From an optimization exercise on the open Yosys and OpenROAD flow, aimed at small area; shortcuts taken in it are not production practice. Function was checked by simulation only, so behaviour that the tests miss may differ from the original.

**design.v**
```verilog
module dff #(
  parameter gp_data_width = 8                   
) 
(
  input  wire                     i_rst_an,     
  input  wire                     i_ena,        
  input  wire                     i_clk,        
  input  wire [gp_data_width-1:0] i_data,       
  output wire [gp_data_width-1:0] o_data        
);
  reg [gp_data_width-1:0] r_data;
  always @(posedge i_clk or negedge i_rst_an)
    begin: p_dff
      if (!i_rst_an)
        r_data <= 'd0;
      else if (i_ena)
        r_data <= i_data;  
    end
  assign o_data = r_data;
endmodule
module filt_fir (
  input  wire        i_rst_an,
  input  wire        i_ena,
  input  wire        i_clk,
  input  wire [7:0]  i_data,
  output wire [20:0] o_data
);
  reg  [7:0] s1;
  reg  [7:0] s2;
  reg  [7:0] s3;
  reg  [7:0] s4;
  reg  [7:0] s5;
  reg  [7:0] s6;
  reg  [7:0] s7;
  reg  [7:0] s8;
  reg  [7:0] s9;
  reg  [7:0] s10;
  reg  [7:0] s11;
  reg  [7:0] s12;
  reg  [7:0] s13;
  reg  [7:0] s14;
  reg  [7:0] s15;
  reg  [7:0] s16;
  wire       ena_n = ~i_ena;
  wire [7:0] d1;
  fir_hold u_h1 [7:0] (.e(i_ena), .en(ena_n), .d(i_data), .q(s1), .y(d1));
  wire [7:0] d2;
  fir_hold u_h2 [7:0] (.e(i_ena), .en(ena_n), .d(s1), .q(s2), .y(d2));
  wire [7:0] d3;
  fir_hold u_h3 [7:0] (.e(i_ena), .en(ena_n), .d(s2), .q(s3), .y(d3));
  wire [7:0] d4;
  fir_hold u_h4 [7:0] (.e(i_ena), .en(ena_n), .d(s3), .q(s4), .y(d4));
  wire [7:0] d5;
  fir_hold u_h5 [7:0] (.e(i_ena), .en(ena_n), .d(s4), .q(s5), .y(d5));
  wire [7:0] d6;
  fir_hold u_h6 [7:0] (.e(i_ena), .en(ena_n), .d(s5), .q(s6), .y(d6));
  wire [7:0] d7;
  fir_hold u_h7 [7:0] (.e(i_ena), .en(ena_n), .d(s6), .q(s7), .y(d7));
  wire [7:0] d8;
  fir_hold u_h8 [7:0] (.e(i_ena), .en(ena_n), .d(s7), .q(s8), .y(d8));
  wire [7:0] d9;
  fir_hold u_h9 [7:0] (.e(i_ena), .en(ena_n), .d(s8), .q(s9), .y(d9));
  wire [7:0] d10;
  fir_hold u_h10 [7:0] (.e(i_ena), .en(ena_n), .d(s9), .q(s10), .y(d10));
  wire [7:0] d11;
  fir_hold u_h11 [7:0] (.e(i_ena), .en(ena_n), .d(s10), .q(s11), .y(d11));
  wire [7:0] d12;
  fir_hold u_h12 [7:0] (.e(i_ena), .en(ena_n), .d(s11), .q(s12), .y(d12));
  wire [7:0] d13;
  fir_hold u_h13 [7:0] (.e(i_ena), .en(ena_n), .d(s12), .q(s13), .y(d13));
  wire [7:0] d14;
  fir_hold u_h14 [7:0] (.e(i_ena), .en(ena_n), .d(s13), .q(s14), .y(d14));
  wire [7:0] d15;
  fir_hold u_h15 [7:0] (.e(i_ena), .en(ena_n), .d(s14), .q(s15), .y(d15));
  wire [7:0] d16;
  fir_hold u_h16 [7:0] (.e(i_ena), .en(ena_n), .d(s15), .q(s16), .y(d16));
  always @(posedge i_clk or negedge i_rst_an)
    if (!i_rst_an) begin
      s1 <= 8'h00;
      s2 <= 8'h00;
      s3 <= 8'h00;
      s4 <= 8'h00;
      s5 <= 8'h00;
      s6 <= 8'h00;
      s7 <= 8'h00;
      s8 <= 8'h00;
      s9 <= 8'h00;
      s10 <= 8'h00;
      s11 <= 8'h00;
      s12 <= 8'h00;
      s13 <= 8'h00;
      s14 <= 8'h00;
      s15 <= 8'h00;
      s16 <= 8'h00;
    end else begin
      s1 <= d1;
      s2 <= d2;
      s3 <= d3;
      s4 <= d4;
      s5 <= d5;
      s6 <= d6;
      s7 <= d7;
      s8 <= d8;
      s9 <= d9;
      s10 <= d10;
      s11 <= d11;
      s12 <= d12;
      s13 <= d13;
      s14 <= d14;
      s15 <= d15;
      s16 <= d16;
    end
  wire t_s136, t_c136;
  fir_ha u_136 (s16[0], i_data[0], t_s136, t_c136);
  wire t_s137, t_c137;
  fir_fa u_137 (s16[1], i_data[1], t_c136, t_s137, t_c137);
  wire t_s138, t_c138;
  fir_fa u_138 (s16[2], i_data[2], t_c137, t_s138, t_c138);
  wire t_s139, t_c139;
  fir_fa u_139 (s16[3], i_data[3], t_c138, t_s139, t_c139);
  wire t_s140, t_c140;
  fir_fa u_140 (s16[4], i_data[4], t_c139, t_s140, t_c140);
  wire t_s141, t_c141;
  fir_fa u_141 (s16[5], i_data[5], t_c140, t_s141, t_c141);
  wire t_s142, t_c142;
  fir_fa u_142 (s16[6], i_data[6], t_c141, t_s142, t_c142);
  wire t_n0 = ~t_c142;
  wire t_s143, t_c143;
  fir_fa u_143 (s16[7], i_data[7], t_n0, t_s143, t_c143);
  wire t_s144, t_c144;
  fir_ha u_144 (s1[0], s15[0], t_s144, t_c144);
  wire t_s145, t_c145;
  fir_fa u_145 (s1[1], s15[1], t_c144, t_s145, t_c145);
  wire t_s146, t_c146;
  fir_fa u_146 (s15[2], s1[2], t_c145, t_s146, t_c146);
  wire t_s147, t_c147;
  fir_fa u_147 (s1[3], s15[3], t_c146, t_s147, t_c147);
  wire t_s148, t_c148;
  fir_fa u_148 (s1[4], s15[4], t_c147, t_s148, t_c148);
  wire t_s149, t_c149;
  fir_fa u_149 (s15[5], s1[5], t_c148, t_s149, t_c149);
  wire t_s150, t_c150;
  fir_fa u_150 (s15[6], s1[6], t_c149, t_s150, t_c150);
  wire t_n1 = ~t_c150;
  wire t_s151, t_c151;
  fir_fa u_151 (s15[7], s1[7], t_n1, t_s151, t_c151);
  wire t_s152, t_c152;
  fir_ha u_152 (s2[0], s14[0], t_s152, t_c152);
  wire t_s153, t_c153;
  fir_fa u_153 (s14[1], s2[1], t_c152, t_s153, t_c153);
  wire t_s154, t_c154;
  fir_fa u_154 (s14[2], s2[2], t_c153, t_s154, t_c154);
  wire t_s155, t_c155;
  fir_fa u_155 (s2[3], s14[3], t_c154, t_s155, t_c155);
  wire t_s156, t_c156;
  fir_fa u_156 (s14[4], s2[4], t_c155, t_s156, t_c156);
  wire t_s157, t_c157;
  fir_fa u_157 (s2[5], s14[5], t_c156, t_s157, t_c157);
  wire t_s158, t_c158;
  fir_fa u_158 (s2[6], s14[6], t_c157, t_s158, t_c158);
  wire t_n2 = ~t_c158;
  wire t_s159, t_c159;
  fir_fa u_159 (s14[7], s2[7], t_n2, t_s159, t_c159);
  wire t_s160, t_c160;
  fir_ha u_160 (s3[0], s13[0], t_s160, t_c160);
  wire t_s161, t_c161;
  fir_fa u_161 (s13[1], s3[1], t_c160, t_s161, t_c161);
  wire t_s162, t_c162;
  fir_fa u_162 (s13[2], s3[2], t_c161, t_s162, t_c162);
  wire t_s163, t_c163;
  fir_fa u_163 (s13[3], s3[3], t_c162, t_s163, t_c163);
  wire t_s164, t_c164;
  fir_fa u_164 (s3[4], s13[4], t_c163, t_s164, t_c164);
  wire t_s165, t_c165;
  fir_fa u_165 (s3[5], s13[5], t_c164, t_s165, t_c165);
  wire t_s166, t_c166;
  fir_fa u_166 (s13[6], s3[6], t_c165, t_s166, t_c166);
  wire t_n3 = ~t_c166;
  wire t_s167, t_c167;
  fir_fa u_167 (s13[7], s3[7], t_n3, t_s167, t_c167);
  wire t_s168, t_c168;
  fir_ha u_168 (s5[0], s11[0], t_s168, t_c168);
  wire t_s169, t_c169;
  fir_fa u_169 (s11[1], s5[1], t_c168, t_s169, t_c169);
  wire t_s170, t_c170;
  fir_fa u_170 (s5[2], s11[2], t_c169, t_s170, t_c170);
  wire t_s171, t_c171;
  fir_fa u_171 (s11[3], s5[3], t_c170, t_s171, t_c171);
  wire t_s172, t_c172;
  fir_fa u_172 (s5[4], s11[4], t_c171, t_s172, t_c172);
  wire t_s173, t_c173;
  fir_fa u_173 (s11[5], s5[5], t_c172, t_s173, t_c173);
  wire t_s174, t_c174;
  fir_fa u_174 (s5[6], s11[6], t_c173, t_s174, t_c174);
  wire t_n4 = ~s5[7];
  wire t_n5 = ~s11[7];
  wire t_s175, t_c175;
  fir_fa u_175 (t_n4, t_n5, t_c174, t_s175, t_c175);
  wire t_s176, t_c176;
  fir_ha u_176 (s6[0], s10[0], t_s176, t_c176);
  wire t_s177, t_c177;
  fir_fa u_177 (s6[1], s10[1], t_c176, t_s177, t_c177);
  wire t_s178, t_c178;
  fir_fa u_178 (s10[2], s6[2], t_c177, t_s178, t_c178);
  wire t_s179, t_c179;
  fir_fa u_179 (s10[3], s6[3], t_c178, t_s179, t_c179);
  wire t_s180, t_c180;
  fir_fa u_180 (s10[4], s6[4], t_c179, t_s180, t_c180);
  wire t_s181, t_c181;
  fir_fa u_181 (s6[5], s10[5], t_c180, t_s181, t_c181);
  wire t_s182, t_c182;
  fir_fa u_182 (s10[6], s6[6], t_c181, t_s182, t_c182);
  wire t_n6 = ~s10[7];
  wire t_n7 = ~s6[7];
  wire t_s183, t_c183;
  fir_fa u_183 (t_n6, t_n7, t_c182, t_s183, t_c183);
  wire t_s184, t_c184;
  fir_ha u_184 (s7[0], s9[0], t_s184, t_c184);
  wire t_s185, t_c185;
  fir_fa u_185 (s9[1], s7[1], t_c184, t_s185, t_c185);
  wire t_s186, t_c186;
  fir_fa u_186 (s7[2], s9[2], t_c185, t_s186, t_c186);
  wire t_s187, t_c187;
  fir_fa u_187 (s7[3], s9[3], t_c186, t_s187, t_c187);
  wire t_s188, t_c188;
  fir_fa u_188 (s9[4], s7[4], t_c187, t_s188, t_c188);
  wire t_s189, t_c189;
  fir_fa u_189 (s9[5], s7[5], t_c188, t_s189, t_c189);
  wire t_s190, t_c190;
  fir_fa u_190 (s7[6], s9[6], t_c189, t_s190, t_c190);
  wire t_n8 = ~s7[7];
  wire t_n9 = ~s9[7];
  wire t_s191, t_c191;
  fir_fa u_191 (t_n8, t_n9, t_c190, t_s191, t_c191);
  wire t_s192 = t_s168 ^ ~t_s146;
  wire t_c192 = t_s168 & ~t_s146;
  wire t_n10 = ~t_s147;
  wire t_s193, t_c193;
  fir_fa u_193 (t_s169, t_c192, t_n10, t_s193, t_c193);
  wire t_s194, t_c194;
  fir_fa u_194 (t_s184, t_s170, t_c193, t_s194, t_c194);
  wire t_s195 = ~t_s148 ^ t_s194;
  wire t_c195 = ~t_s148 & t_s194;
  wire t_s196, t_c196;
  fir_fa u_196 (t_s185, t_s171, t_c194, t_s196, t_c196);
  wire t_n11 = ~t_s149;
  wire t_s197, t_c197;
  fir_fa u_197 (t_n11, t_c195, t_s196, t_s197, t_c197);
  wire t_s198, t_c198;
  fir_fa u_198 (t_s186, t_s172, t_c196, t_s198, t_c198);
  wire t_n12 = ~t_s150;
  wire t_s199, t_c199;
  fir_fa u_199 (t_n12, t_s198, t_c197, t_s199, t_c199);
  wire t_s200, t_c200;
  fir_fa u_200 (t_s187, t_s173, t_c198, t_s200, t_c200);
  wire t_s201, t_c201;
  fir_fa u_201 (t_s151, t_s200, t_c199, t_s201, t_c201);
  wire t_s202, t_c202;
  fir_fa u_202 (t_s188, t_s174, t_c151, t_s202, t_c202);
  wire t_s203, t_c203;
  fir_fa u_203 (t_c200, t_s202, t_c201, t_s203, t_c203);
  wire t_s204, t_c204;
  fir_fa u_204 (t_s189, t_c202, t_c203, t_s204, t_c204);
  wire t_s205, t_c205;
  fir_ha u_205 (t_s175, t_s204, t_s205, t_c205);
  wire t_s206, t_c206;
  fir_fa u_206 (t_s190, t_c204, t_c205, t_s206, t_c206);
  wire t_s207, t_c207;
  fir_ha u_207 (t_c175, t_s206, t_s207, t_c207);
  wire t_s208, t_c208;
  fir_fa u_208 (t_s191, t_c206, t_c207, t_s208, t_c208);
  wire t_s209, t_c209;
  fir_ha u_209 (t_c191, t_c208, t_s209, t_c209);
  wire t_s210 = ~t_s160 ^ t_s177;
  wire t_c210 = ~t_s160 & t_s177;
  wire t_n13 = ~t_s161;
  wire t_s211, t_c211;
  fir_fa u_211 (t_n13, t_c210, t_s178, t_s211, t_c211);
  wire t_n14 = ~t_s162;
  wire t_s212, t_c212;
  fir_fa u_212 (t_n14, t_c211, t_s179, t_s212, t_c212);
  wire t_n15 = ~t_s163;
  wire t_s213, t_c213;
  fir_fa u_213 (t_n15, t_s180, t_c212, t_s213, t_c213);
  wire t_n16 = ~t_s164;
  wire t_s214, t_c214;
  fir_fa u_214 (t_n16, t_c213, t_s181, t_s214, t_c214);
  wire t_n17 = ~t_s165;
  wire t_s215, t_c215;
  fir_fa u_215 (t_n17, t_s182, t_c214, t_s215, t_c215);
  wire t_n18 = ~t_s166;
  wire t_s216, t_c216;
  fir_fa u_216 (t_n18, t_c215, t_s183, t_s216, t_c216);
  wire t_s217, t_c217;
  fir_fa u_217 (t_s167, t_c183, t_c216, t_s217, t_c217);
  wire t_s218, t_c218;
  fir_ha u_218 (t_c167, t_c217, t_s218, t_c218);
  wire t_s219, t_c219;
  fir_fa u_219 (t_s176, t_s152, t_s144, t_s219, t_c219);
  wire t_s220 = ~(~s8[0] ^ t_s219);
  wire t_c220 = ~s8[0] | t_s219;
  wire t_s221, t_c221;
  fir_ha u_221 (t_s220, t_s136, t_s221, t_c221);
  wire t_s222, t_c222;
  fir_fa u_222 (t_c219, t_s145, t_s153, t_s222, t_c222);
  wire t_s223, t_c223;
  fir_fa u_223 (t_s210, t_c220, t_s222, t_s223, t_c223);
  wire t_s224 = ~(~s8[1] ^ t_s223);
  wire t_c224 = ~s8[1] | t_s223;
  wire t_s225, t_c225;
  fir_fa u_225 (t_s224, t_c221, t_s137, t_s225, t_c225);
  wire t_s226, t_c226;
  fir_fa u_226 (s12[0], s4[0], s8[2], t_s226, t_c226);
  wire t_s227, t_c227;
  fir_fa u_227 (t_s154, t_c222, t_s211, t_s227, t_c227);
  wire t_s228, t_c228;
  fir_fa u_228 (t_c223, t_c224, t_s227, t_s228, t_c228);
  wire t_n19 = ~t_s226;
  wire t_n20 = ~t_s192;
  wire t_s229, t_c229;
  fir_fa u_229 (t_n19, t_n20, t_s228, t_s229, t_c229);
  wire t_s230, t_c230;
  fir_fa u_230 (t_s229, t_s136, t_c225, t_s230, t_c230);
  wire t_s231, t_c231;
  fir_ha u_231 (t_s138, t_s230, t_s231, t_c231);
  wire t_s232, t_c232;
  fir_fa u_232 (s4[1], s12[1], s8[3], t_s232, t_c232);
  wire t_s233, t_c233;
  fir_fa u_233 (t_s144, t_c226, t_s232, t_s233, t_c233);
  wire t_n21 = ~t_s233;
  wire t_s234, t_c234;
  fir_fa u_234 (t_s176, t_n21, t_s155, t_s234, t_c234);
  wire t_s235, t_c235;
  fir_fa u_235 (t_s234, t_c227, t_s212, t_s235, t_c235);
  wire t_s236, t_c236;
  fir_fa u_236 (t_s235, t_c228, t_c229, t_s236, t_c236);
  wire t_s237, t_c237;
  fir_fa u_237 (t_s236, t_s137, t_c230, t_s237, t_c237);
  wire t_s238, t_c238;
  fir_fa u_238 (t_s139, t_c231, t_s237, t_s238, t_c238);
  wire t_s239 = ~t_s193 ^ t_s238;
  wire t_c239 = ~t_s193 & t_s238;
  wire t_s240, t_c240;
  fir_fa u_240 (s12[2], s8[4], s4[2], t_s240, t_c240);
  wire t_s241, t_c241;
  fir_fa u_241 (t_s152, t_c232, t_s240, t_s241, t_c241);
  wire t_n22 = ~t_c233;
  wire t_n23 = ~t_s241;
  wire t_s242, t_c242;
  fir_fa u_242 (t_n22, t_n23, t_s210, t_s242, t_c242);
  wire t_s243, t_c243;
  fir_fa u_243 (t_s242, t_s156, t_c234, t_s243, t_c243);
  wire t_s244, t_c244;
  fir_fa u_244 (t_s213, t_c235, t_s243, t_s244, t_c244);
  wire t_n24 = ~t_s244;
  wire t_s245, t_c245;
  fir_fa u_245 (t_s145, t_s195, t_n24, t_s245, t_c245);
  wire t_s246 = ~(~t_s245 ^ t_c236);
  wire t_c246 = ~t_s245 | t_c236;
  wire t_s247, t_c247;
  fir_fa u_247 (t_s246, t_s138, t_s140, t_s247, t_c247);
  wire t_s248, t_c248;
  fir_fa u_248 (t_c237, t_s247, t_c238, t_s248, t_c248);
  wire t_s249, t_c249;
  fir_ha u_249 (t_c239, t_s248, t_s249, t_c249);
  wire t_s250, t_c250;
  fir_fa u_250 (s8[5], s12[3], s4[3], t_s250, t_c250);
  wire t_s251, t_c251;
  fir_fa u_251 (t_c240, t_s250, t_s153, t_s251, t_c251);
  wire t_n25 = ~t_c241;
  wire t_n26 = ~t_s251;
  wire t_s252, t_c252;
  fir_fa u_252 (t_n25, t_n26, t_c242, t_s252, t_c252);
  wire t_s253, t_c253;
  fir_fa u_253 (t_s192, t_s211, t_s252, t_s253, t_c253);
  wire t_s254, t_c254;
  fir_fa u_254 (t_s253, t_s157, t_c243, t_s254, t_c254);
  wire t_s255, t_c255;
  fir_fa u_255 (t_c244, t_s214, t_s254, t_s255, t_c255);
  wire t_n27 = ~t_s197;
  wire t_n28 = ~t_c245;
  wire t_s256, t_c256;
  fir_fa u_256 (t_n27, t_s255, t_n28, t_s256, t_c256);
  wire t_s257 = ~(t_c246 ^ t_s256);
  wire t_c257 = t_c246 | t_s256;
  wire t_s258, t_c258;
  fir_fa u_258 (t_s257, t_s139, t_s141, t_s258, t_c258);
  wire t_s259, t_c259;
  fir_fa u_259 (t_c247, t_c248, t_s258, t_s259, t_c259);
  wire t_s260, t_c260;
  fir_ha u_260 (t_c249, t_s259, t_s260, t_c260);
  wire t_s261, t_c261;
  fir_fa u_261 (s4[4], s12[4], s8[6], t_s261, t_c261);
  wire t_s262, t_c262;
  fir_fa u_262 (t_s261, t_c250, t_s154, t_s262, t_c262);
  wire t_n29 = ~t_c251;
  wire t_n30 = ~t_s262;
  wire t_s263, t_c263;
  fir_fa u_263 (t_s176, t_n29, t_n30, t_s263, t_c263);
  wire t_s264, t_c264;
  fir_fa u_264 (t_c252, t_s193, t_s263, t_s264, t_c264);
  wire t_s265, t_c265;
  fir_fa u_265 (t_s212, t_c253, t_s264, t_s265, t_c265);
  wire t_s266, t_c266;
  fir_fa u_266 (t_c254, t_s158, t_s265, t_s266, t_c266);
  wire t_s267, t_c267;
  fir_fa u_267 (t_s215, t_c255, t_s266, t_s267, t_c267);
  wire t_s268, t_c268;
  fir_fa u_268 (t_c256, t_s267, t_c257, t_s268, t_c268);
  wire t_s269, t_c269;
  fir_fa u_269 (t_s268, t_s140, t_s142, t_s269, t_c269);
  wire t_s270, t_c270;
  fir_fa u_270 (t_c258, t_s269, t_c259, t_s270, t_c270);
  wire t_n31 = ~t_s199;
  wire t_s271, t_c271;
  fir_fa u_271 (t_n31, t_c260, t_s270, t_s271, t_c271);
  wire t_s272, t_c272;
  fir_fa u_272 (s12[5], s4[5], t_c261, t_s272, t_c272);
  wire t_s273, t_c273;
  fir_fa u_273 (s8[7], s8[0], t_s177, t_s273, t_c273);
  wire t_n32 = ~t_c262;
  wire t_s274, t_c274;
  fir_fa u_274 (t_s273, t_n32, t_c263, t_s274, t_c274);
  wire t_s275, t_c275;
  fir_fa u_275 (t_c264, t_s213, t_s274, t_s275, t_c275);
  wire t_s276 = ~(~t_s272 ^ ~t_s155);
  wire t_c276 = ~t_s272 | ~t_s155;
  wire t_s277, t_c277;
  fir_fa u_277 (t_s276, t_s195, t_s275, t_s277, t_c277);
  wire t_s278, t_c278;
  fir_fa u_278 (t_c265, t_c266, t_s277, t_s278, t_c278);
  wire t_s279, t_c279;
  fir_fa u_279 (t_c267, t_s278, t_s216, t_s279, t_c279);
  wire t_n33 = ~t_s159;
  wire t_n34 = ~t_s201;
  wire t_s280, t_c280;
  fir_fa u_280 (t_n33, t_n34, t_s279, t_s280, t_c280);
  wire t_s281, t_c281;
  fir_fa u_281 (t_c268, t_s280, t_s141, t_s281, t_c281);
  wire t_s282, t_c282;
  fir_fa u_282 (t_s281, t_c269, t_c270, t_s282, t_c282);
  wire t_n35 = ~t_s143;
  wire t_s283, t_c283;
  fir_fa u_283 (t_n35, t_c271, t_s282, t_s283, t_c283);
  wire t_s284, t_c284;
  fir_fa u_284 (s12[6], s4[6], t_c272, t_s284, t_c284);
  wire t_s285, t_c285;
  fir_fa u_285 (s8[1], t_c273, t_s178, t_s285, t_c285);
  wire t_s286, t_c286;
  fir_fa u_286 (t_s285, t_c276, t_c274, t_s286, t_c286);
  wire t_s287, t_c287;
  fir_fa u_287 (t_c275, t_s214, t_s286, t_s287, t_c287);
  wire t_s288 = ~(~t_s284 ^ ~t_s156);
  wire t_c288 = ~t_s284 | ~t_s156;
  wire t_s289, t_c289;
  fir_fa u_289 (t_s288, t_s287, t_s197, t_s289, t_c289);
  wire t_s290, t_c290;
  fir_fa u_290 (t_c277, t_s289, t_c278, t_s290, t_c290);
  wire t_s291, t_c291;
  fir_fa u_291 (t_c279, t_s217, t_s290, t_s291, t_c291);
  wire t_n36 = ~t_c159;
  wire t_n37 = ~t_s203;
  wire t_s292, t_c292;
  fir_fa u_292 (t_n36, t_s291, t_n37, t_s292, t_c292);
  wire t_s293, t_c293;
  fir_fa u_293 (t_c280, t_s292, t_c281, t_s293, t_c293);
  wire t_s294, t_c294;
  fir_fa u_294 (t_s142, t_s293, t_c282, t_s294, t_c294);
  wire t_n38 = ~t_c143;
  wire t_s295, t_c295;
  fir_fa u_295 (t_n38, t_c283, t_s294, t_s295, t_c295);
  wire t_s296, t_c296;
  fir_fa u_296 (s8[2], s12[7], s4[7], t_s296, t_c296);
  wire t_s297, t_c297;
  fir_fa u_297 (t_s296, t_s179, t_c285, t_s297, t_c297);
  wire t_s298, t_c298;
  fir_fa u_298 (t_s297, t_c288, t_c286, t_s298, t_c298);
  wire t_s299, t_c299;
  fir_fa u_299 (t_s215, t_c287, t_s298, t_s299, t_c299);
  wire t_s300 = ~(~t_c284 ^ ~t_s157);
  wire t_c300 = ~t_c284 | ~t_s157;
  wire t_s301, t_c301;
  fir_fa u_301 (t_s300, t_s199, t_c289, t_s301, t_c301);
  wire t_s302, t_c302;
  fir_fa u_302 (t_s299, t_s301, t_c290, t_s302, t_c302);
  wire t_s303, t_c303;
  fir_fa u_303 (t_s218, t_c291, t_s302, t_s303, t_c303);
  wire t_n39 = ~t_s205;
  wire t_s304, t_c304;
  fir_fa u_304 (t_c292, t_s303, t_n39, t_s304, t_c304);
  wire t_s305, t_c305;
  fir_fa u_305 (t_s304, t_n35, t_c293, t_s305, t_c305);
  wire t_s306, t_c306;
  fir_fa u_306 (t_s305, t_c294, t_c295, t_s306, t_c306);
  wire t_s307 = ~(s8[3] ^ t_c296);
  wire t_c307 = s8[3] | t_c296;
  wire t_s308, t_c308;
  fir_fa u_308 (t_s307, t_c297, t_s180, t_s308, t_c308);
  wire t_s309, t_c309;
  fir_fa u_309 (t_s308, t_c300, t_c298, t_s309, t_c309);
  wire t_s310, t_c310;
  fir_fa u_310 (t_s309, t_c299, t_s216, t_s310, t_c310);
  wire t_s311, t_c311;
  fir_fa u_311 (t_s310, t_s201, t_c301, t_s311, t_c311);
  wire t_s312, t_c312;
  fir_fa u_312 (t_c218, t_c302, t_s311, t_s312, t_c312);
  wire t_s313, t_c313;
  fir_fa u_313 (t_c303, t_s312, t_c304, t_s313, t_c313);
  wire t_s314, t_c314;
  fir_fa u_314 (t_s158, t_s207, t_c143, t_s314, t_c314);
  wire t_n40 = ~t_s314;
  wire t_s315, t_c315;
  fir_fa u_315 (t_s313, t_c305, t_n40, t_s315, t_c315);
  wire t_s316, t_c316;
  fir_ha u_316 (t_s315, t_c306, t_s316, t_c316);
  wire t_s317, t_c317;
  fir_fa u_317 (s8[4], t_c307, t_s181, t_s317, t_c317);
  wire t_s318, t_c318;
  fir_fa u_318 (t_c308, t_s317, t_s159, t_s318, t_c318);
  wire t_s319, t_c319;
  fir_fa u_319 (t_c309, t_s318, t_c310, t_s319, t_c319);
  wire t_s320, t_c320;
  fir_fa u_320 (t_s217, t_s319, t_c311, t_s320, t_c320);
  wire t_s321, t_c321;
  fir_fa u_321 (t_s203, t_s320, t_c312, t_s321, t_c321);
  wire t_n41 = ~t_s208;
  wire t_s322, t_c322;
  fir_fa u_322 (t_s321, t_c313, t_n41, t_s322, t_c322);
  wire t_n42 = ~t_c314;
  wire t_s323, t_c323;
  fir_fa u_323 (t_s322, t_n42, t_c315, t_s323, t_c323);
  wire t_s324, t_c324;
  fir_ha u_324 (t_s323, t_c316, t_s324, t_c324);
  wire t_s325, t_c325;
  fir_fa u_325 (s8[5], t_c317, t_s182, t_s325, t_c325);
  wire t_s326, t_c326;
  fir_fa u_326 (t_s325, t_c159, t_c318, t_s326, t_c326);
  wire t_s327, t_c327;
  fir_fa u_327 (t_s326, t_s218, t_c319, t_s327, t_c327);
  wire t_s328, t_c328;
  fir_fa u_328 (t_s327, t_c320, t_s205, t_s328, t_c328);
  wire t_s329 = ~(t_c321 ^ t_s328);
  wire t_c329 = t_c321 | t_s328;
  wire t_n43 = ~t_s209;
  wire t_s330, t_c330;
  fir_fa u_330 (t_s329, t_n43, t_c322, t_s330, t_c330);
  wire t_s331, t_c331;
  fir_fa u_331 (t_s330, t_c323, t_c324, t_s331, t_c331);
  wire t_s332, t_c332;
  fir_fa u_332 (s8[6], t_c325, t_c326, t_s332, t_c332);
  wire t_s333, t_c333;
  fir_fa u_333 (t_c218, t_s332, t_c327, t_s333, t_c333);
  wire t_s334, t_c334;
  fir_fa u_334 (t_s333, t_c328, t_c329, t_s334, t_c334);
  wire t_s335, t_c335;
  fir_fa u_335 (t_s183, t_s207, t_s334, t_s335, t_c335);
  wire t_n44 = ~t_c209;
  wire t_s336, t_c336;
  fir_fa u_336 (t_n44, t_s335, t_c330, t_s336, t_c336);
  wire t_s337 = ~(t_s336 ^ t_c331);
  wire t_c337 = t_s336 | t_c331;
  wire t_s338 = ~(~s8[7] ^ t_c183);
  wire t_c338 = ~s8[7] | t_c183;
  wire t_s339, t_c339;
  fir_fa u_339 (t_s338, t_c332, t_c333, t_s339, t_c339);
  wire t_s340, t_c340;
  fir_fa u_340 (t_s339, t_s208, t_c334, t_s340, t_c340);
  wire t_s341, t_c341;
  fir_fa u_341 (t_c335, t_s340, t_c336, t_s341, t_c341);
  wire t_s342, t_c342;
  fir_ha u_342 (t_s341, t_c337, t_s342, t_c342);
  wire t_s343, t_c343;
  fir_fa u_343 (t_c338, t_c339, t_s209, t_s343, t_c343);
  wire t_s344, t_c344;
  fir_fa u_344 (t_c340, t_s343, t_c341, t_s344, t_c344);
  wire t_s345, t_c345;
  fir_ha u_345 (t_s344, t_c342, t_s345, t_c345);
  wire t_s346, t_c346;
  fir_fa u_346 (t_c209, t_c343, t_c344, t_s346, t_c346);
  wire t_s347, t_c347;
  fir_ha u_347 (t_s346, t_c345, t_s347, t_c347);
  wire t_s348 = ~(t_c346 ^ t_c347);
  assign o_data = {t_s348, t_s348, t_s348, t_s348, t_s347, t_s345, t_s342, t_s337, t_s331, t_s324, t_s316, t_s306, t_s295, t_s283, t_s271, t_s260, t_s249, t_s239, t_s231, t_s225, t_s221};
endmodule
module fir_fa (input wire a, input wire b, input wire c, output wire s, output wire co);
  assign s  = a ^ b ^ c;
  assign co = (a & b) | (a & c) | (b & c);
endmodule
module fir_ha (input wire a, input wire b, output wire s, output wire co);
  assign s  = a ^ b;
  assign co = a & b;
endmodule
module fir_hold (input wire e, input wire en, input wire d, input wire q, output wire y);
  assign y = (e & d) | (en & q);
endmodule
```
**flow/run.sh**
```bash
#!/bin/bash
# The standard layout (standard.sh: the standard flow's synthesis and ORFS flow, unchanged),
# with two extra ORFS knobs:
#  - port buffers use the smallest buffer cell instead of the default choice;
#  - clock tree synthesis without dummy load cells.
set -euo pipefail
bash standard.sh \
  "BUFFER_PORTS_ARGS=-buffer_cell sky130_fd_sc_hd__buf_1" \
  "CTS_ARGS=-sink_clustering_enable -repair_clock_nets -dont_use_dummy_load -buf_list sky130_fd_sc_hd__clkbuf_4 sky130_fd_sc_hd__clkbuf_8" \
  finish > standard.log 2>&1
```
**standard.sh**
```bash
#!/bin/bash
# synth_recipe.tcl (not shown) runs the flow's synth.tcl, then flattens the netlist and writes it again
# the make line also repeats each setting of config.mk as NAME=value (left out here)
make -C /OpenROAD-flow-scripts/flow DESIGN_CONFIG=/design/flow/config.mk WORK_HOME=/design/flow/orfs CLKGATE_MAP_FILE= SYNTH_SCRIPT=/design/flow/synth_recipe.tcl "${@:-finish}"
```
**config.mk**
```make
export PLATFORM = sky130hd
export DESIGN_NAME = filt_fir
export DESIGN_NICKNAME = filt_fir
export VERILOG_FILES = /design/flow/design.v
export SDC_FILE = /design/flow/constraint.sdc
export NUM_CORES = 4
export LEC_CHECK = 0
export CAP_MARGIN = 20
export CORE_MARGIN = 2
export CORE_UTILIZATION = 70
export CTS_BUF_LIST = sky130_fd_sc_hd__clkbuf_4
export SLEW_MARGIN = 20
export SYNTH_HIERARCHICAL = 1
export SYNTH_MINIMUM_KEEP_SIZE = 0
```
**constraint.sdc**
```tcl
create_clock -name core_clock -period 20.0 [get_ports {i_clk}]
set_input_delay 4.0000 -clock core_clock [delete_from_list [all_inputs] [get_ports {i_clk}]]
set_output_delay 4.0000 -clock core_clock [all_outputs]
set_load 0.01 [all_outputs]
```
==> out/metrics.cfg, run 1 <==
[outcome]
status = did not finish
stop_stage = clock tree synthesis (4_1_cts)
tool.error = [ERROR STA-0564] clock_tree_synthesis positional arguments not supported.

[synth]
synth.distinct_cells = 7
postSynthCellCount = 572
ys_warn_count = 7
yosys-top-cells-area = fa_1 (40%), dfrtp_1 (36%), a22o_1 (13%), ha_1 (5.0%), inv_1 (3.5%)
postSynthNetCount = 795
mappedNetlistArea_um2 = 8780
synth.largest_area_cell = fa_1
synth-seq-cells = 128
seq_area_frac_synth_pct = 36.5
synth.top_cell.area_share_pct = 40.4
post_synth.cell_area_avg_um2 = 15.3

[place]
place_inst = 753
globalplace.congestion = 0.841
dp_hpwl_mm = 13.1
place_ws_ns = 4.48
placed_area_um2 = 8980
io_buffers = 31

[floorplanning]
num_rows = 40
die_x_um = 116
die_h_um = 116
initial_core_util_pct = 72.5
pin_count = 32

worst max-delay path by stage:
stage	startpoint	endpoint	slack, ns	depth (start not counted)
detailed placement	i_data[0]	o_data[18]	4.48	25
floorplan	i_data[0]	o_data[17]	4.98	24
global placement	i_data[0]	o_data[20]	4.59	25
Yosys stat by module (local to each module, per instance):
| module | cells | flip-flops and latches |
|---|---|---|
| filt_fir | 247 | 128 |
| fir_fa | 1 | 0 |
| fir_ha | 1 | 0 |
| fir_hold | 1 | 0 |
cell families after synthesis:
group	after synthesis	synth area share [%]
buf+inv	103	5.30
flops	128	36.5
compound gates	128	12.8
xor+xnor	1	0.0998
fa+ha+maj	212	45.3
synthesized netlist by cell type:
cell type  count
buf_4         21
xnor2_1        1
fa_1         177
a22o_1       128
inv_1         82
dfrtp_1      128
ha_1          35
==> run 2, diff against run 1 <==
--- a/flow/run.sh
+++ b/flow/run.sh
@@ -6,5 +6,5 @@
 set -euo pipefail
 bash standard.sh \
   "BUFFER_PORTS_ARGS=-buffer_cell sky130_fd_sc_hd__buf_1" \
-  "CTS_ARGS=-sink_clustering_enable -repair_clock_nets -dont_use_dummy_load -buf_list sky130_fd_sc_hd__clkbuf_4 sky130_fd_sc_hd__clkbuf_8" \
+  "CTS_ARGS=-sink_clustering_enable -repair_clock_nets -dont_use_dummy_load -buf_list {sky130_fd_sc_hd__clkbuf_4 sky130_fd_sc_hd__clkbuf_8}" \
   finish > standard.log 2>&1
==> out/metrics.cfg, run 2 <==
[global_route]
grt_pass1_vias = 5328
grt_first_pass_wirelength_mm = 28.6
antenna_found_initial = 0
grt_max_degree = 93
grt_usage_pct = 29.6
grt_overflow = 0

[timing]
setup_viol = 0
max-slew-margin-rel_pct = 35.1
setup-tns-final_ns = 0
rsz0062_at_grt = no
finalMaxSlewViolations = 0
post-route-period-util_pct = 77.5
clock.fmax_mhz = 64.5
fin_crit_ns = 15.50
hold_viol_final = 0
worstMarginPinSlew_ns = 0.973
layout_setup_ws_ns = 4.50
skew_ns = 0.0265

[routing]
wl_per_cell_um = 22.2
drc = 0
viasPerCell = 6.20
routed_wl_mm = 17.2
ant_nets = 0
vias = 4779
drt-pass1-iter-count = 4
drtIter0Drc = 346

[synth]
synth_common_cells = fa_1 (177), a22o_1 (128), dfrtp_1 (128), inv_1 (82), ha_1 (35)
seq_area_frac_synth_pct = 36.5  ; unchanged
post_synth.cell_area_avg_um2 = 15.3  ; unchanged
synth.largest_area_cell = fa_1
synth-seq-cells = 128  ; unchanged
synth.distinct_cells = 7  ; unchanged
synth_edf_count = 0  ; unchanged
postSynthCellCount = 572  ; unchanged
synth.top_cell.area_share_pct = 40.4  ; unchanged
yosys-top-cells-area = fa_1 (40%), dfrtp_1 (36%), a22o_1 (13%), ha_1 (5.0%), inv_1 (3.5%)
postSynthNetCount = 795  ; unchanged
synth.most_common_cell = fa_1
async_flop_share_pct = 100  ; unchanged
ys_warn_count = 7  ; unchanged
synth_ff_type = dfrtp_1
mappedNetlistArea_um2 = 8780  ; unchanged

[setup_path]
crit-reg2reg-launch = s8[2]$_DFF_PN0_
cp_max_fo = 4
r2r-end = s9[2]$_DFF_PN0_
crit_start = i_data[0]
r2r_cells = 1
worstPathArrival_ns = 11.50
cp_slowest_cell = fa_1
crit_end = o_data[18]
required_ns = 16.00
critPathKind = in2out
cp-start-kind = primary input
path_common_cell = fa_1
crit_path_max_incr_delay_ns = 0.58
crit_path_end_kind = output pin
rrSetupSlack_ns = 19.12

[floorplanning]
core_area_um2 = 12100
die_x_um = 116  ; unchanged
pin_count = 32  ; unchanged
die_h_um = 116  ; unchanged
initial_core_util_pct = 72.5  ; unchanged
dieArea_um2 = 13500
num_rows = 40  ; unchanged

[layout]
stdcell_area_um2 = 9240
fin_nets = 828
final_common_cell = fa_1
fill_cells = 786
fin_util_pct = 76.3
area_growth_pct = 5.26
most-common-layout-cells = fa_1 (177), a22o_1 (128), dfrtp_1 (128)
drive_gt1_share_pct = 3.98
diodes = 0

[clock_tree]
cts_tree = yes
clk_latency_ns = 0.46
htreeDepth = 4
clkSinkCount = 128
root_buffer = clkbuf_8
postCtsSetupBuffers = 0
cts.clk_slew.worst_paths_ns = 0.07
hold_buffers = 0
cts_resized = 0
clock_path_buffers = 2
cts_buffers = 17

[place]
placed_area_um2 = 8980  ; unchanged
dp_hpwl_mm = 13.1  ; unchanged
io_buffers = 31  ; unchanged
place_ws_ns = 4.48  ; unchanged
globalplace.congestion = 0.841  ; unchanged

[worst_hold_path]
hold_class = reg2reg

[outcome]
status = timing/DRC/antenna clean

[job]
maxCapViolCount = 0

==> run 2: cell counts after synthesis <==
Identical to the previous run, type by type.
==> run 2: layout make-up <==
type / count / area, µm² / share of cell area [%]
multi-input cells: 341 / 5110 / 55.3
flip-flops and latches: 128 / 3200 / 34.7
inverters: 82 / 309 / 3.34
clock buffers: 17 / 234 / 2.53
well taps: 168 / 210 / 2.27
repair buffers: 35 / 174 / 1.88
==> run 2: worst max-delay path: cells and delay by family <==
kind / cells / cell delay (ns)
xor gates and xnor gates: 1 / 0.27
adders and majority gates: 20 / 6.81
buffers and inverters: 4 / 0.40
==> run 2: how the worst min path moves through the flow <==
stage,slack [ns],to,from,cells past startpoint
2_1_floorplan,0.47,s16[0]$_DFF_PN0_,s16[0]$_DFF_PN0_,1
5_1_grt,0.55,s7[7]$_DFF_PN0_,s7[7]$_DFF_PN0_,1
3_3_place_gp,0.51,s11[7]$_DFF_PN0_,s11[7]$_DFF_PN0_,1
6_report,0.53,s11[7]$_DFF_PN0_,s11[7]$_DFF_PN0_,1
3_5_place_dp,0.51,s11[7]$_DFF_PN0_,s11[7]$_DFF_PN0_,1
4_1_cts,0.53,s11[7]$_DFF_PN0_,s11[7]$_DFF_PN0_,1
==> run 2: modules after synthesis, one instance, submodules excluded <==
module	times used	cells
fir_ha	20	1
fir_fa	177	1
filt_fir	1	247
fir_hold	128	1
==> run 2: metal layers <==
layer	global-route usage [%]	vias up	part of all wire (%)
met5	0	-	0
met4	6.67	0	1.3
met3	6.17	16	4.3
met2	45.3	138	49
met1	45.3	2648	45
li1	-	1977	-
==> run 2: through the flow <==
stage,cells,hold slack (ns)
finish,771,0.528
CTS,770,0.530
global route,771,0.554
global placement,753,0.508
detailed placement,753,0.513
floorplan,572,0.470
==> run 2: cell families after synthesis <==
family / share of synthesized area (%)
AO/OA/AOI/OAI: 12.8
XOR/XNOR: 0.0998
adder cells (fa/ha/maj): 45.3
buffers and inverters: 5.30
flip-flops: 36.5

[static timing again, ports no longer ideal]
In the flow no input, the clock included, has a driving cell. The finished layout below was timed again as built, in two steps. Step 1: set_driving_cell puts a clkbuf_16 on i_clk and a buf_2 on each other input, an assumption about the parent block. Step 2, shift: input delay + t, output delay - t, t = (earliest + latest rising clock arrival at the registers) / 2. This alone moves slack from input paths to output paths. Three values: ideal ports, drivers, drivers and shift; two values: the first two.
run: run 2
shift t [ns]: 0.482
setup WS [ns]: 4.504 / 4.482 / 4.482
worst setup path after step 2: input to output
worst slew at a driven data input, ns: 0.03
After both steps run 2 still meets setup and hold. For run 2, drivers alone change the setup slack by -0.022 ns; drivers and shift together by -0.022 ns.
